From an optimization exercise on the open Yosys and OpenROAD flow, aimed at small area; shortcuts taken in it are not production practice. The RTL was checked by simulation tests, not by an equivalence proof against the original design.

// dwt_pe
module dwt_pe #(parameter DATA_WIDTH = 32)
(
    input clk,
    input rst,
    input[DATA_WIDTH-1:0] transform1,
    input[DATA_WIDTH-1:0] transform2,
    input[DATA_WIDTH-1:0] transform3,
    input[DATA_WIDTH-1:0] transform4,
    input[DATA_WIDTH-1:0] transform5,
    input[DATA_WIDTH-1:0] transform6,
    input[DATA_WIDTH-1:0] data_in1,
    input[DATA_WIDTH-1:0] data_in2,
    input[DATA_WIDTH-1:0] data_in3,
    input[DATA_WIDTH-1:0] data_in4,
    input[DATA_WIDTH-1:0] data_in5,
    input[DATA_WIDTH-1:0] data_in6,
    output reg [DATA_WIDTH-1:0] data_out
);
    reg [3:0] t;
    wire hi = t[0];
    wire [5:0] ks;
    assign ks[0] = (t[3:1] == 3'd0);
    assign ks[1] = (t[3:1] == 3'd1);
    assign ks[2] = (t[3:1] == 3'd2);
    assign ks[3] = (t[3:1] == 3'd3);
    assign ks[4] = (t[3:1] == 3'd4);
    assign ks[5] = (t[3:1] == 3'd5);
    wire [31:0] ta = (transform1 & {32{ks[0]}}) | (transform2 & {32{ks[1]}}) |
                     (transform3 & {32{ks[2]}}) | (transform4 & {32{ks[3]}}) |
                     (transform5 & {32{ks[4]}}) | (transform6 & {32{ks[5]}});
    wire [31:0] db = (data_in1 & {32{ks[0]}}) | (data_in2 & {32{ks[1]}}) |
                     (data_in3 & {32{ks[2]}}) | (data_in4 & {32{ks[3]}}) |
  ...
Size in the first run: ~170 flip-flops, ~420 I/O pins, roughly 23000 um^2 of cells after synthesis.
Settings: LEC_CHECK=0, ABC_AREA=1, CAP_MARGIN=20, CORE_MARGIN=2, CORE_UTILIZATION=40, PLACE_DENSITY=0.6, SLEW_MARGIN=20; clock period 10.0 ns.
standard.sh (not shown) runs the stock make flow with config.mk's settings and CLKGATE_MAP_FILE= SYNTH_SCRIPT=/design/flow/synth_recipe.tcl, a recipe that flattens the netlist after the stock synthesis.
==> flow/flow/run.sh <==
#!/bin/bash
# The standard layout (standard.sh) with three changes:
#  - port buffers are buf_1, the smallest buffer, instead of the resizer's
#    own pick (clkdlybuf4s50_1);
#  - synthesis extracts full adders (extract_fa) before the quick abc pass of
#    yosys's fine step rather than after it, so the explicit full adders of
#    the RTL map to fa_1 cells without inverters between them;
#  - the final technology mapping uses flow/map.abc (one &nf pass with area
#    recovery) in place of ORFS's ABC script;
#  - after global routing, ORFS's own power recovery (RECOVER_POWER, which
#    downsizes gates on paths with positive slack) runs on 50% of those paths.
# The rest of synthesis is synth_recipe.tcl and ORFS's synth.tcl unchanged, so
# the registers (their inference, names and cells) are the standard ones.
set -euo pipefail
W=$PWD
sed -e "s|^source \$::env(SCRIPTS_DIR)/synth_preamble.tcl\$|&\nlset abc_args 1 $W/flow/map.abc|" \
    -e 's|^  synth -top $::env(DESIGN_NAME) -run fine: {\*}$synth_full_args$|  synth -top $::env(DESIGN_NAME) -run fine:check -noabc {*}$synth_full_args\n  extract_fa\n  techmap -map $::env(ADDER_MAP_FILE)\n  techmap\n  opt -fast\n  abc -fast\n  opt -fast\n  synth -top $::env(DESIGN_NAME) -run check: {*}$synth_full_args|' \
    "$FLOW_HOME/scripts/synth.tcl" > "$W/synth_map.tcl"
grep -q "^lset abc_args 1 " "$W/synth_map.tcl"
grep -q "^  extract_fa$" "$W/synth_map.tcl"
sed "s|source \$::env(SCRIPTS_DIR)/synth.tcl|source $W/synth_map.tcl|" \
    "$W/synth_recipe.tcl" > "$W/synth_recipe_map.tcl"
grep -q "synth_map.tcl" "$W/synth_recipe_map.tcl"
sed "s|SYNTH_SCRIPT=[^ ]*|SYNTH_SCRIPT=$W/synth_recipe_map.tcl|" "$W/standard.sh" > "$W/standard_map.sh"
grep -q "synth_recipe_map.tcl" "$W/standard_map.sh"
export BUFFER_PORTS_ARGS="-buffer_cell sky130_fd_sc_hd__buf_1"
export RECOVER_POWER=50
bash "$W/standard_map.sh" > "$W/standard.log" 2>&1
==> flow/flow/map.abc <==
&get -n
&st
&dch
&nf -p -R 50
&put
buffer -c
topo
stime -c
upsize -c
dnsize -c
The starting point reached the layout checks and failed them: capacitance limit, slew limit.
==> next run, changes <==
--- a/flow/flow/run.sh
+++ b/flow/flow/run.sh
@@ -7,7 +7,5 @@
 #    the RTL map to fa_1 cells without inverters between them;
 #  - the final technology mapping uses flow/map.abc (one &nf pass with area
-#    recovery) in place of ORFS's ABC script;
-#  - after global routing, ORFS's own power recovery (RECOVER_POWER, which
-#    downsizes gates on paths with positive slack) runs on 50% of those paths.
+#    recovery) in place of ORFS's ABC script.
 # The rest of synthesis is synth_recipe.tcl and ORFS's synth.tcl unchanged, so
 # the registers (their inference, names and cells) are the standard ones.
@@ -25,4 +23,3 @@
 grep -q "synth_recipe_map.tcl" "$W/standard_map.sh"
 export BUFFER_PORTS_ARGS="-buffer_cell sky130_fd_sc_hd__buf_1"
-export RECOVER_POWER=50
 bash "$W/standard_map.sh" > "$W/standard.log" 2>&1
==> flow/flow/map.abc (replaced) <==
&get -n
&st
&dch
&nf -p -R 20 -F 8
&put
buffer -c
topo
stime -c
upsize -c
dnsize -c
CTS_BUF_LIST = sky130_fd_sc_hd__clkbuf_8   (was not set)
CTS_CLUSTER_SIZE = 12   (was not set)
Result: With this change the flow finished clean. Cell area increases slightly. Setup slack got worse by 170 ps. Routed wire length increases by a few percent. Die area increases slightly. Synthesized area increases slightly. Flip-flop and latch count is unchanged. Via count increases by a few percent. Clock-buffer cell count is unchanged.
==> next run, changes <==
--- a/flow/flow/run.sh
+++ b/flow/flow/run.sh
@@ -7,5 +7,7 @@
 #    the RTL map to fa_1 cells without inverters between them;
 #  - the final technology mapping uses flow/map.abc (one &nf pass with area
-#    recovery) in place of ORFS's ABC script.
+#    recovery) in place of ORFS's ABC script;
+#  - after global routing, ORFS's own power recovery (RECOVER_POWER, which
+#    downsizes gates on paths with positive slack) runs on 100% of those paths.
 # The rest of synthesis is synth_recipe.tcl and ORFS's synth.tcl unchanged, so
 # the registers (their inference, names and cells) are the standard ones.
@@ -23,3 +25,4 @@
 grep -q "synth_recipe_map.tcl" "$W/standard_map.sh"
 export BUFFER_PORTS_ARGS="-buffer_cell sky130_fd_sc_hd__buf_1"
+export RECOVER_POWER=100
 bash "$W/standard_map.sh" > "$W/standard.log" 2>&1
==> flow/flow/map.abc (replaced) <==
&get -n
&st
&dch
&nf -p -R 50
&put
buffer -c
topo
stime -c
upsize -c
dnsize -c
CTS_BUF_LIST = not set   (was sky130_fd_sc_hd__clkbuf_8)
CTS_CLUSTER_SIZE = not set   (was 12)
The new run reached the layout checks and failed them: capacitance limit, slew limit.
Clock-buffer cell count does not change.
Utilization rises by 0.24 points.
Synthesized area fell by 1.1%.
Cell count is lower by 2.0%.
Worst setup slack is better by 170 ps.
Cell area falls by 1.2%.
==> next run, changes <==
--- a/flow/flow/run.sh
+++ b/flow/flow/run.sh
@@ -7,7 +7,5 @@
 #    the RTL map to fa_1 cells without inverters between them;
 #  - the final technology mapping uses flow/map.abc (one &nf pass with area
-#    recovery) in place of ORFS's ABC script;
-#  - after global routing, ORFS's own power recovery (RECOVER_POWER, which
-#    downsizes gates on paths with positive slack) runs on 100% of those paths.
+#    recovery) in place of ORFS's ABC script.
 # The rest of synthesis is synth_recipe.tcl and ORFS's synth.tcl unchanged, so
 # the registers (their inference, names and cells) are the standard ones.
@@ -25,4 +23,3 @@
 grep -q "synth_recipe_map.tcl" "$W/standard_map.sh"
 export BUFFER_PORTS_ARGS="-buffer_cell sky130_fd_sc_hd__buf_1"
-export RECOVER_POWER=100
 bash "$W/standard_map.sh" > "$W/standard.log" 2>&1
==> flow/flow/map.abc (replaced) <==
&get -n
&st
&dch
&nf -p -R 20 -F 8
&put
buffer -c
topo
stime -c
upsize -c
dnsize -c
The new run produced a clean layout. Synthesized cell count climbs by about 3%. Clock-buffer cell count stays the same. Cell area climbs by about 1.6%. Die area increases by 1.1%. Core utilization stays flat. Maximum frequency falls by 1.7%. Wire length goes up by about 6%.

## re-timing with driven ports
How much do the figures lean on ideal ports? The routed layouts below were timed once more, with nothing changed but the port constraints. Step 1, drivers: a clkbuf_16 drives clk and a buf_2 each remaining input, both assumed. Step 2 adds t to the input delays and takes it off the output delays; t is the mean of the earliest and latest rising clock arrival at the registers after step 1. Input paths then give back, and output paths get back, about the clock's delay inside the block. Slacks: ideal / step 1 / step 2; pairs: ideal / step 1.
run | t (ns) | setup slack, ns | worst setup path at the end | worst register clock-pin slew, ns | pins driven straight from the clock port
the first run | 0.479 | 0.681 / 0.681 / 0.450 | input to register | 0.09 / 0.09 | 1
the second run | 0.516 | 0.513 / 0.513 / 0.513 | register to register | 0.12 / 0.12 | 1
the third run | 0.479 | 0.681 / 0.681 / 0.450 | input to register | 0.09 / 0.09 | 1
the fourth run | 0.484 | 0.516 / 0.516 / 0.516 | register to register | 0.08 / 0.08 | 1
